From an optimization exercise on the open Yosys and OpenROAD flow, aimed at small area, a short achievable clock period and few clock cycles; shortcuts taken in it are not production practice.
No activity file was given, so power comes from the tool's default toggle rates.

==> v2 <==
Design cpu_pipeline, start of the top module:
module cpu_pipeline(
    input wire clk,
    input wire rst_n,
    output wire ibus_req,
    output wire [(32-1):0] ibus_addr,
    input wire [(32-1):0] ibus_rdata,
    input wire ibus_ready,
    output wire dbus_req,
    output wire dbus_we,
    output wire [(32-1):0] dbus_addr,
    output wire [(32-1):0] dbus_wdata,
    output wire [1:0] dbus_size,
    input wire [(32-1):0] dbus_rdata,
    input wire dbus_ready
);
    reg ex_valid;
    reg [31:0] ex_rs1;
    reg [31:0] ex_b;     
    reg ex_sub;
    reg [31:0] ex_imm;
    reg [4:0] ex_rd;
    reg [2:0] ex_f3;
    reg ex_f7;           
    reg ex_wr;           
    reg ex_lui, ex_auipc, ex_jal, ex_jalr, ex_br, ex_ld, ex_st, ex_opimm, ex_op;
    reg [31:2] fetch_q;
    wire [31:2] seq_pc = fetch_q + {29'd0, ex_valid};
    wire [31:0] wb_data;
    wire redirect;
    wire [31:0] target;
    wire ex_mem = ex_ld | ex_st;
    wire replay = ex_valid & ex_mem & ~dbus_ready;
    wire accept = ibus_ready & ~replay;
    wire [31:2] fetch_pc = redirect ? target[31:2] : seq_pc;
    assign ibus_addr = {fetch_pc, 2'b00};
    assign ibus_req = ~replay;
    always @(posedge clk or negedge rst_n) begin
        if (!rst_n)
            fetch_q <= 30'd0;
        else if (!replay)
            fetch_q <= fetch_pc;
    end
    wire [31:0] inst = ibus_rdata;
    wire [6:0] opc = inst[6:0];
    wire d_lui   = (opc == 7'b0110111);
    wire d_auipc = (opc == 7'b0010111);
    wire d_jal   = (opc == 7'b1101111);
    wire d_jalr  = (opc == 7'b1100111);
    wire d_br    = (opc == 7'b1100011);
    wire d_ld    = (opc == 7'b0000011);
    wire d_st    = (opc == 7'b0100011);
    wire d_opimm = (opc == 7'b0010011);
    wire d_op    = (opc == 7'b0110011);
    wire d_wr = (d_lui | d_auipc | d_jal | d_jalr | d_ld | d_opimm | d_op) & (inst[11:7] != 5'd0);
    wire d_sub = ((d_op | d_opimm) & (inst[14:13] == 2'b01)) |
                 (d_op & inst[30] & (inst[14:12] == 3'b000));
  ...
export LEC_CHECK = 0
export CAP_MARGIN = 30
export CORE_MARGIN = 2
export CORE_UTILIZATION = 40
export SETUP_SLACK_MARGIN = 3.0
export SLEW_MARGIN = 20
export SYNTH_HIERARCHICAL = 1
export SYNTH_MINIMUM_KEEP_SIZE = 0
create_clock -name core_clock -period 8.0 [get_ports {clk}]
run.sh (not shown) runs the stock make flow with config.mk's settings and CLKGATE_MAP_FILE= SYNTH_SCRIPT=/design/flow/synth_recipe.tcl, a recipe that flattens the netlist after the stock synthesis.
==> inputs of v3, as changes to v2 <==
--- a/flow/design.v
+++ b/flow/design.v
@@ -40,14 +40,82 @@
     wire [32:0] c;
     add_xor32 px(.a(a), .b(b), .y(p));
     add_and32 gx(.a(a), .b(b), .y(g));
     add_carry32 cy(.g(g), .p(p), .cin(cin), .c(c));
     add_xor32 sx(.a(p), .b(c[31:0]), .y(sum));
     assign cout = c[32];
 endmodule
+module add_carry32_bk(
+    input wire [31:0] g,
+    input wire [31:0] p,
+    input wire cin,
+    output wire [32:0] c
+);
+    wire [32:0] g0 = {g, cin};
+    wire [32:0] p0 = {p, 1'b0};
+    reg [32:0] gg, pp;
+    integer span, i;
+    always @(*) begin
+        gg = g0;
+        pp = p0;
+        for (span = 1; span < 33; span = span * 2)
+            for (i = 2 * span - 1; i < 33; i = i + 2 * span) begin
+                gg[i] = gg[i] | (pp[i] & gg[i - span]);
+                pp[i] = pp[i] & pp[i - span];
+            end
+        for (span = 16; span >= 1; span = span / 2)
+            for (i = 3 * span - 1; i < 33; i = i + 2 * span) begin
+                gg[i] = gg[i] | (pp[i] & gg[i - span]);
+                pp[i] = pp[i] & pp[i - span];
+            end
+    end
+    assign c = gg;
+endmodule
+module add32_bk(
+    input wire [31:0] a,
+    input wire [31:0] b,
+    input wire cin,
+    output wire [31:0] sum
+);
+    wire [31:0] p, g;
+    wire [32:0] c;
+    add_xor32 px(.a(a), .b(b), .y(p));
+    add_and32 gx(.a(a), .b(b), .y(g));
+    add_carry32_bk cy(.g(g), .p(p), .cin(cin), .c(c));
+    add_xor32 sx(.a(p), .b(c[31:0]), .y(sum));
+endmodule
+module sh_mux2i(input wire s, input wire a1, input wire a0, output wire y);
+    assign y = ~(s ? a1 : a0);
+endmodule
+module sh_right32(
+    input wire [31:0] a,
+    input wire left,
+    input wire fill,         
+    input wire [4:0] amt,
+    output wire [31:0] y
+);
+    wire [31:0] st [0:5];
+    genvar i, k;
+    generate
+        for (i = 0; i < 32; i = i + 1) begin : in_
+            sh_mux2i m(.s(left), .a1(a[31 - i]), .a0(a[i]), .y(st[0][i]));
+        end
+        for (k = 0; k < 5; k = k + 1) begin : stage
+            wire f = (k % 2 == 0) ? ~fill : fill;
+            for (i = 0; i < 32; i = i + 1) begin : b_
+                if (i + (1 << k) < 32) begin : m
+                    sh_mux2i m(.s(amt[k]), .a1(st[k][i + (1 << k)]), .a0(st[k][i]), .y(st[k+1][i]));
+                end else begin : e
+                    sh_mux2i m(.s(amt[k]), .a1(f), .a0(st[k][i]), .y(st[k+1][i]));
+                end
+            end
+        end
+    endgenerate
+    assign y = st[5];
+endmodule
 module ex_alu(
     input wire [(32-1):0] a,
     input wire [(32-1):0] b,
     input wire sub,           
     input wire arith,         
     input wire left,          
     output wire [(32-1):0] sum,
@@ -58,28 +126,23 @@
     output wire lt_s,         
     output wire lt_u          
 );
     wire cout;
     add32 add(.a(a), .b(b), .cin(sub), .sum(sum), .cout(cout), .p(x), .g(n));
     assign lt_u = ~cout;
     assign lt_s = (a[31] ^ b[31]) ? sum[31] : a[31];
-    reg [31:0] a_rev;
-    integer i;
-    always @(*) begin
-        for (i = 0; i < 32; i = i + 1) a_rev[i] = a[31 - i];
-    end
-    wire [31:0] sh_in = left ? a_rev : a;
-    wire [32:0] sh_ext = {arith & ~left & a[31], sh_in};
-    wire [32:0] sh_out = $signed(sh_ext) >>> b[4:0];
+    wire [31:0] sh_out;
+    sh_right32 sh(.a(a), .left(left), .fill(arith & ~left & a[31]), .amt(b[4:0]), .y(sh_out));
     reg [31:0] sh_rev;
+    integer i;
     always @(*) begin
         for (i = 0; i < 32; i = i + 1) sh_rev[i] = sh_out[31 - i];
     end
     assign shl = sh_rev;
-    assign shr = sh_out[31:0];
+    assign shr = sh_out;
 endmodule
 module br_eqv(input wire [31:0] a, input wire [31:0] b, output wire [31:0] y);
     assign y = ~(a ^ b);
 endmodule
 module br_tree(
     input wire [31:0] a,
     input wire [31:0] b,
@@ -181,14 +244,30 @@
         end
     end endgenerate
     always @(posedge clk)
         q <= d;
     rf_read p1(.sel(sel1), .q(q), .y(rs1_out));
     rf_read p2(.sel(sel2), .q(q), .y(rs2_out));
 endmodule
+module inst_fetch #(parameter W = 8) (
+    input wire jalr,           
+    input wire jal,            
+    input wire c_beq, c_bne, c_blt, c_bge, c_bltu, c_bgeu,   
+    input wire eq, lt_s, lt_u,
+    input wire [W-1:0] rs_target,
+    input wire [W-1:0] pc_target,
+    input wire [W-1:0] seq,
+    output wire [W-1:0] pc
+);
+    wire taken = jal |
+                 (eq ? c_beq : c_bne) |
+                 (lt_s ? c_blt : c_bge) |
+                 (lt_u ? c_bltu : c_bgeu);
+    assign pc = jalr ? rs_target : (taken ? pc_target : seq);
+endmodule
 module cpu_pipeline(
     input wire clk,
     input wire rst_n,
     output wire ibus_req,
     output wire [(32-1):0] ibus_addr,
     input wire [(32-1):0] ibus_rdata,
     input wire ibus_ready,
@@ -209,20 +288,18 @@
     reg [2:0] ex_f3;
     reg ex_f7;           
     reg ex_wr;           
     reg ex_lui, ex_auipc, ex_jal, ex_jalr, ex_br, ex_ld, ex_st, ex_opimm, ex_op;
     reg [31:2] fetch_q;
     wire [31:2] seq_pc = fetch_q + {29'd0, ex_valid};
     wire [31:0] wb_data;
-    wire redirect;
-    wire [31:0] target;
+    wire [31:2] fetch_pc;
     wire ex_mem = ex_ld | ex_st;
     wire replay = ex_valid & ex_mem & ~dbus_ready;
     wire accept = ibus_ready & ~replay;
-    wire [31:2] fetch_pc = redirect ? target[31:2] : seq_pc;
     assign ibus_addr = {fetch_pc, 2'b00};
     assign ibus_req = ~replay;
     always @(posedge clk or negedge rst_n) begin
         if (!rst_n)
             fetch_q <= 30'd0;
         else if (!replay)
             fetch_q <= fetch_pc;
@@ -306,15 +383,15 @@
         .n(n),
         .shl(shl),
         .shr(shr),
         .lt_s(alu_lts),
         .lt_u(alu_ltu)
     );
     wire [31:0] pc_rel;
-    add32 pc_add(.a({fetch_q, 2'b00}), .b(ex_imm), .cin(1'b0), .sum(pc_rel), .cout(), .p(), .g());
+    add32_bk pc_add(.a({fetch_q, 2'b00}), .b(ex_imm), .cin(1'b0), .sum(pc_rel));
     wire [31:0] rs_rel;
     add32 rs_add(.a(ex_rs1), .b(ex_imm), .cin(1'b0), .sum(rs_rel), .cout(), .p(), .g());
     wire eq, lt_u, lt_s;
     ex_branch ex_branch(
         .a(ex_rs1),
         .b(ex_b),
         .eq(eq),
@@ -324,19 +401,31 @@
     wire exb = ex_valid & ex_br;
     wire c_beq  = exb & (ex_f3 == 3'b000);
     wire c_bne  = exb & (ex_f3 == 3'b001);
     wire c_blt  = exb & (ex_f3 == 3'b100);
     wire c_bge  = exb & (ex_f3 == 3'b101);
     wire c_bltu = exb & (ex_f3 == 3'b110);
     wire c_bgeu = exb & (ex_f3 == 3'b111);
-    assign redirect = (ex_valid & (ex_jal | ex_jalr)) |
-                      (c_beq & eq) | (c_bne & ~eq) |
-                      (c_blt & lt_s) | (c_bge & ~lt_s) |
-                      (c_bltu & lt_u) | (c_bgeu & ~lt_u);
-    assign target = ex_jalr ? rs_rel : pc_rel;
+    wire j_jal = ex_valid & ex_jal;
+    wire j_jalr = ex_valid & ex_jalr;
+    genvar gs;
+    generate for (gs = 0; gs < 4; gs = gs + 1) begin : fsel
+        localparam integer LO = 2 + 8 * gs;
+        localparam integer W = (gs == 3) ? 6 : 8;
+        inst_fetch #(.W(W)) f(
+            .jalr(j_jalr), .jal(j_jal),
+            .c_beq(c_beq), .c_bne(c_bne), .c_blt(c_blt), .c_bge(c_bge),
+            .c_bltu(c_bltu), .c_bgeu(c_bgeu),
+            .eq(eq), .lt_s(lt_s), .lt_u(lt_u),
+            .rs_target(rs_rel[LO+W-1:LO]),
+            .pc_target(pc_rel[LO+W-1:LO]),
+            .seq(seq_pc[LO+W-1:LO]),
+            .pc(fetch_pc[LO+W-1:LO])
+        );
+    end endgenerate
     wire [31:0] ld_data;
     assign ld_data[7:0] = dbus_rdata[7:0];
     assign ld_data[15:8] = (ex_f3 == 3'b000) ? {8{dbus_rdata[7]}} : dbus_rdata[15:8];
     assign ld_data[31:16] = (ex_f3 == 3'b000) ? {16{dbus_rdata[7]}} :
                             (ex_f3 == 3'b001) ? {16{dbus_rdata[15]}} : dbus_rdata[31:16];
     wire ex_alu_op = ex_opimm | ex_op;
     wire s_sum  = ex_alu_op & (ex_f3 == 3'b000);
SETUP_SLACK_MARGIN = 3.6   (was 3.0)
==> inputs of v15, as changes to v2 <==
--- a/flow/design.v
+++ b/flow/design.v
@@ -29,57 +29,64 @@
     assign c = gl[6];
 endmodule
 module add32(
     input wire [31:0] a,
     input wire [31:0] b,
     input wire cin,
     output wire [31:0] sum,
-    output wire cout,
-    output wire [31:0] p,     
-    output wire [31:0] g      
+    output wire cout
 );
+    wire [31:0] p, g;
     wire [32:0] c;
     add_xor32 px(.a(a), .b(b), .y(p));
     add_and32 gx(.a(a), .b(b), .y(g));
     add_carry32 cy(.g(g), .p(p), .cin(cin), .c(c));
     add_xor32 sx(.a(p), .b(c[31:0]), .y(sum));
     assign cout = c[32];
 endmodule
 module ex_alu(
     input wire [(32-1):0] a,
     input wire [(32-1):0] b,
+    input wire [2:0] funct3,
     input wire sub,           
     input wire arith,         
-    input wire left,          
-    output wire [(32-1):0] sum,
-    output wire [(32-1):0] x,      
-    output wire [(32-1):0] n,      
-    output wire [(32-1):0] shl,
-    output wire [(32-1):0] shr,
-    output wire lt_s,         
-    output wire lt_u          
+    output wire [(32-1):0] result
 );
+    wire [31:0] sum;
     wire cout;
-    add32 add(.a(a), .b(b), .cin(sub), .sum(sum), .cout(cout), .p(x), .g(n));
-    assign lt_u = ~cout;
-    assign lt_s = (a[31] ^ b[31]) ? sum[31] : a[31];
+    add32 add(.a(a), .b(b), .cin(sub), .sum(sum), .cout(cout));
+    wire lt_u = ~cout;
+    wire lt_s = (a[31] ^ b[31]) ? sum[31] : a[31];
+    wire left = (funct3 == 3'b001);
     reg [31:0] a_rev;
     integer i;
     always @(*) begin
         for (i = 0; i < 32; i = i + 1) a_rev[i] = a[31 - i];
     end
     wire [31:0] sh_in = left ? a_rev : a;
     wire [32:0] sh_ext = {arith & ~left & a[31], sh_in};
     wire [32:0] sh_out = $signed(sh_ext) >>> b[4:0];
     reg [31:0] sh_rev;
     always @(*) begin
         for (i = 0; i < 32; i = i + 1) sh_rev[i] = sh_out[31 - i];
     end
-    assign shl = sh_rev;
-    assign shr = sh_out[31:0];
+    reg [31:0] r;
+    always @(*) begin
+        case (funct3)
+            3'b000: r = sum;
+            3'b001: r = sh_rev;
+            3'b010: r = {31'd0, lt_s};
+            3'b011: r = {31'd0, lt_u};
+            3'b100: r = a ^ b;
+            3'b101: r = sh_out[31:0];
+            3'b110: r = a | b;
+            default: r = a & b;
+        endcase
+    end
+    assign result = r;
 endmodule
 module br_eqv(input wire [31:0] a, input wire [31:0] b, output wire [31:0] y);
     assign y = ~(a ^ b);
 endmodule
 module br_tree(
     input wire [31:0] a,
     input wire [31:0] b,
@@ -120,21 +127,22 @@
     assign eq_all = eq[31] & e5;
     assign lt_u = lt[31] | (eq[31] & l5);
     assign lt_s = (a[31] & ~b[31]) | (eq[31] & l5);
 endmodule
 module ex_branch(
     input wire [(32-1):0] a,
     input wire [(32-1):0] b,
-    output wire eq,
-    output wire lt_u,
-    output wire lt_s
+    input wire [2:0] funct3,
+    output wire taken
 );
     wire [31:0] eqv;
+    wire eq, lt_u, lt_s;
     br_eqv ev(.a(a), .b(b), .y(eqv));
     br_tree t(.a(a), .b(b), .eq(eqv), .eq_all(eq), .lt_u(lt_u), .lt_s(lt_s));
+    assign taken = (funct3[2] ? (funct3[1] ? lt_u : lt_s) : eq) ^ funct3[0];
 endmodule
 module rf_aoi222(input wire a1, a2, b1, b2, c1, c2, output wire y);
     assign y = ~((a1 & a2) | (b1 & b2) | (c1 & c2));
 endmodule
 module rf_nand2(input wire a, b, output wire y);
     assign y = ~(a & b);
 endmodule
@@ -205,31 +213,37 @@
     reg [31:0] ex_b;     
     reg ex_sub;
     reg [31:0] ex_imm;
     reg [4:0] ex_rd;
     reg [2:0] ex_f3;
     reg ex_f7;           
     reg ex_wr;           
-    reg ex_lui, ex_auipc, ex_jal, ex_jalr, ex_br, ex_ld, ex_st, ex_opimm, ex_op;
+    reg ex_lui, ex_auipc, ex_jal, ex_jalr, ex_br, ex_ld, ex_st;
     reg [31:2] fetch_q;
-    wire [31:2] seq_pc = fetch_q + {29'd0, ex_valid};
+    reg fetch_inc;
+    wire [31:2] seq_pc = fetch_q + {29'd0, fetch_inc};
     wire [31:0] wb_data;
     wire redirect;
     wire [31:0] target;
     wire ex_mem = ex_ld | ex_st;
     wire replay = ex_valid & ex_mem & ~dbus_ready;
     wire accept = ibus_ready & ~replay;
     wire [31:2] fetch_pc = redirect ? target[31:2] : seq_pc;
     assign ibus_addr = {fetch_pc, 2'b00};
     assign ibus_req = ~replay;
     always @(posedge clk or negedge rst_n) begin
-        if (!rst_n)
+        if (!rst_n) begin
             fetch_q <= 30'd0;
-        else if (!replay)
-            fetch_q <= fetch_pc;
+            fetch_inc <= 1'b0;
+        end
+        else begin
+            if (!replay)
+                fetch_q <= fetch_pc;
+            fetch_inc <= accept;
+        end
     end
     wire [31:0] inst = ibus_rdata;
     wire [6:0] opc = inst[6:0];
     wire d_lui   = (opc == 7'b0110111);
     wire d_auipc = (opc == 7'b0010111);
     wire d_jal   = (opc == 7'b1101111);
     wire d_jalr  = (opc == 7'b1100111);
@@ -286,80 +300,45 @@
         ex_lui <= d_lui;
         ex_auipc <= d_auipc;
         ex_jal <= d_jal;
         ex_jalr <= d_jalr;
         ex_br <= d_br;
         ex_ld <= d_ld;
         ex_st <= d_st;
-        ex_opimm <= d_opimm;
-        ex_op <= d_op;
     end
-    wire [31:0] sum, x, n, shl, shr;
-    wire alu_lts, alu_ltu;
+    wire [31:0] alu_out;
     ex_alu alu(
         .a(ex_rs1),
         .b(ex_b),
+        .funct3(ex_f3),
         .sub(ex_sub),
         .arith(ex_f7),
-        .left(ex_f3 == 3'b001),
-        .sum(sum),
-        .x(x),
-        .n(n),
-        .shl(shl),
-        .shr(shr),
-        .lt_s(alu_lts),
-        .lt_u(alu_ltu)
+        .result(alu_out)
     );
     wire [31:0] pc_rel;
-    add32 pc_add(.a({fetch_q, 2'b00}), .b(ex_imm), .cin(1'b0), .sum(pc_rel), .cout(), .p(), .g());
+    add32 pc_add(.a({fetch_q, 2'b00}), .b(ex_imm), .cin(1'b0), .sum(pc_rel), .cout());
     wire [31:0] rs_rel;
-    add32 rs_add(.a(ex_rs1), .b(ex_imm), .cin(1'b0), .sum(rs_rel), .cout(), .p(), .g());
-    wire eq, lt_u, lt_s;
+    add32 rs_add(.a(ex_rs1), .b(ex_imm), .cin(1'b0), .sum(rs_rel), .cout());
+    wire br_taken;
     ex_branch ex_branch(
         .a(ex_rs1),
         .b(ex_b),
-        .eq(eq),
-        .lt_u(lt_u),
-        .lt_s(lt_s)
+        .funct3(ex_f3),
+        .taken(br_taken)
     );
-    wire exb = ex_valid & ex_br;
-    wire c_beq  = exb & (ex_f3 == 3'b000);
-    wire c_bne  = exb & (ex_f3 == 3'b001);
-    wire c_blt  = exb & (ex_f3 == 3'b100);
-    wire c_bge  = exb & (ex_f3 == 3'b101);
-    wire c_bltu = exb & (ex_f3 == 3'b110);
-    wire c_bgeu = exb & (ex_f3 == 3'b111);
-    assign redirect = (ex_valid & (ex_jal | ex_jalr)) |
-                      (c_beq & eq) | (c_bne & ~eq) |
-                      (c_blt & lt_s) | (c_bge & ~lt_s) |
-                      (c_bltu & lt_u) | (c_bgeu & ~lt_u);
+    assign redirect = ex_valid & (ex_jal | ex_jalr | (ex_br & br_taken));
     assign target = ex_jalr ? rs_rel : pc_rel;
     wire [31:0] ld_data;
     assign ld_data[7:0] = dbus_rdata[7:0];
     assign ld_data[15:8] = (ex_f3 == 3'b000) ? {8{dbus_rdata[7]}} : dbus_rdata[15:8];
     assign ld_data[31:16] = (ex_f3 == 3'b000) ? {16{dbus_rdata[7]}} :
                             (ex_f3 == 3'b001) ? {16{dbus_rdata[15]}} : dbus_rdata[31:16];
-    wire ex_alu_op = ex_opimm | ex_op;
-    wire s_sum  = ex_alu_op & (ex_f3 == 3'b000);
-    wire s_sll  = ex_alu_op & (ex_f3 == 3'b001);
-    wire s_slt  = ex_alu_op & (ex_f3 == 3'b010);
-    wire s_sltu = ex_alu_op & (ex_f3 == 3'b011);
-    wire s_sr   = ex_alu_op & (ex_f3 == 3'b101);
-    wire s_x    = ex_alu_op & ((ex_f3 == 3'b100) | (ex_f3 == 3'b110));   
-    wire s_n    = ex_alu_op & ((ex_f3 == 3'b110) | (ex_f3 == 3'b111));   
-    wire s_link = ex_jal | ex_jalr;
-    assign wb_data = ({32{s_sum}} & sum) |
-                     ({32{s_sll}} & shl) |
-                     ({32{s_sr}} & shr) |
-                     ({32{s_x}} & x) |
-                     ({32{s_n}} & n) |
-                     {31'd0, (s_slt & alu_lts) | (s_sltu & alu_ltu)} |
-                     ({32{ex_ld}} & ld_data) |
-                     ({32{s_link}} & {seq_pc, 2'b00}) |
-                     ({32{ex_lui}} & ex_imm) |
-                     ({32{ex_auipc}} & pc_rel);
+    assign wb_data = ex_ld ? ld_data :
+                     (ex_jal | ex_jalr) ? {seq_pc, 2'b00} :
+                     ex_lui ? ex_imm :
+                     ex_auipc ? pc_rel : alu_out;
     assign dbus_req = ex_valid & ex_mem;
     assign dbus_we = ex_st;
     assign dbus_addr = rs_rel;
     assign dbus_wdata = ex_b;
     assign dbus_size = {~ex_f3[1] & ex_f3[0], ~ex_f3[1] & ~ex_f3[0]};
 endmodule
SETUP_SLACK_MARGIN = not set   (was 3.0)
==> results.txt <==
| quantity | v3 | v15 | v2 |
|---|---|---|---|
| Outcome | no timing/DRC/antenna violations | no timing/DRC/antenna violations | no timing/DRC/antenna violations |
| Effective utilization at floorplan | 0.403 | 0.401 | 0.402 |
| Placement Rows | 136 | 138 | 137 |
| Routed length on met1 | 108000 um | 111000 um | 110000 um |
| Fmax | 0.180 GHz | 0.146 GHz | 0.181 GHz |
| Clock latency at the later pin of the worst-skew pair | 0.83 ns | 0.78 ns | 0.79 ns |
| Post-CTS sizing | 555 | 0 | 433 |
| Routability-driven placement congestion ratio | 1.03 | 1.05 | 1.01 |
| Total area of multi-input combinational cells | 34600 um^2 | 33300 um^2 | 33700 um^2 |
| Worst setup endpoint | ibus_addr[25] | ibus_addr[26] | ibus_addr[2] |
| Startpoint of the worst setup timing path | ex_rs1[27] | ex_rs1[21] | ex_rs1[12] |
| Net load switching power | 4.44 mW | 4.68 mW | 4.39 mW |
| Nonclk inv count | 57 | 111 | 80 |
| Final instance area | 70100 um^2 | 67100 um^2 | 68600 um^2 |
| Sum of met2 wire segment lengths after detailed routing | 126000 um | 131000 um | 124000 um |
| Setup repair after global routing missed its margin | yes | no | yes |
| Count of buffers not belonging to the clock network in the layout | 592 | 401 | 500 |
| Length of the first detailed-routing pass in iterations | 14 | 14 | 13 |
| Buffer share of cell area | 0.0805 | 0.0532 | 0.0726 |
| Slack of the worst reg-to-reg path | 2.49 ns | 1.44 ns | 2.91 ns |
| Clock group power | 6.07 mW | 6.27 mW | 5.95 mW |
| Post-synthesis cell area | 55400 um^2 | 56600 um^2 | 55800 um^2 |
| Min setup slack post-route | 2.46 ns | 1.14 ns | 2.47 ns |
| Met2 track demand over resource | 0.596 | 0.611 | 0.580 |
| Part of the total power dissipated in sequential elements | 0.411 | 0.411 | 0.415 |
| Per-cell routed wire length | 38.8 um | 38.6 um | 38.3 um |
| Number of antenna diodes | 10 | 7 | 23 |
No functional check of the RTL was part of any run of this note.

## what the ideal ports hide
Ports are ideal in the flow. The routed layouts listed here were re-timed in OpenROAD. Step 1, drivers: a clkbuf_16 drives clk and a buf_2 each remaining input, both assumed. Step 2 moves the port delays by t, midway between the first and last clock arrival at a register: inputs arrive t later, outputs are due t later. That takes back most of the time a late clock gives input paths. Three values: ideal, step 1, step 2; two values: the first two.
| run | t (ns) | slack for setup (ns) | worst hold slack (ns) | worst register clock-pin slew, ns | worst slew at a driven data input, ns |
|---|---|---|---|---|---|
| v2 | 0.847 | 2.471 / 2.385 / 2.096 | 0.495 / 0.495 / 0.495 | 0.07 / 0.07 | 0.12 |
| v3 | 0.863 | 2.460 / 2.379 / 2.490 | 0.498 / 0.498 / 0.498 | 0.07 / 0.07 | 0.07 |
| v15 | 0.845 | 1.140 / 1.052 / 1.436 | 0.495 / 0.495 / 0.495 | 0.07 / 0.07 | 0.09 |
After both steps every run listed still meets setup and hold. For v2, which loses most, drivers alone change the setup slack by -0.086 ns; drivers and shift together by -0.375 ns.
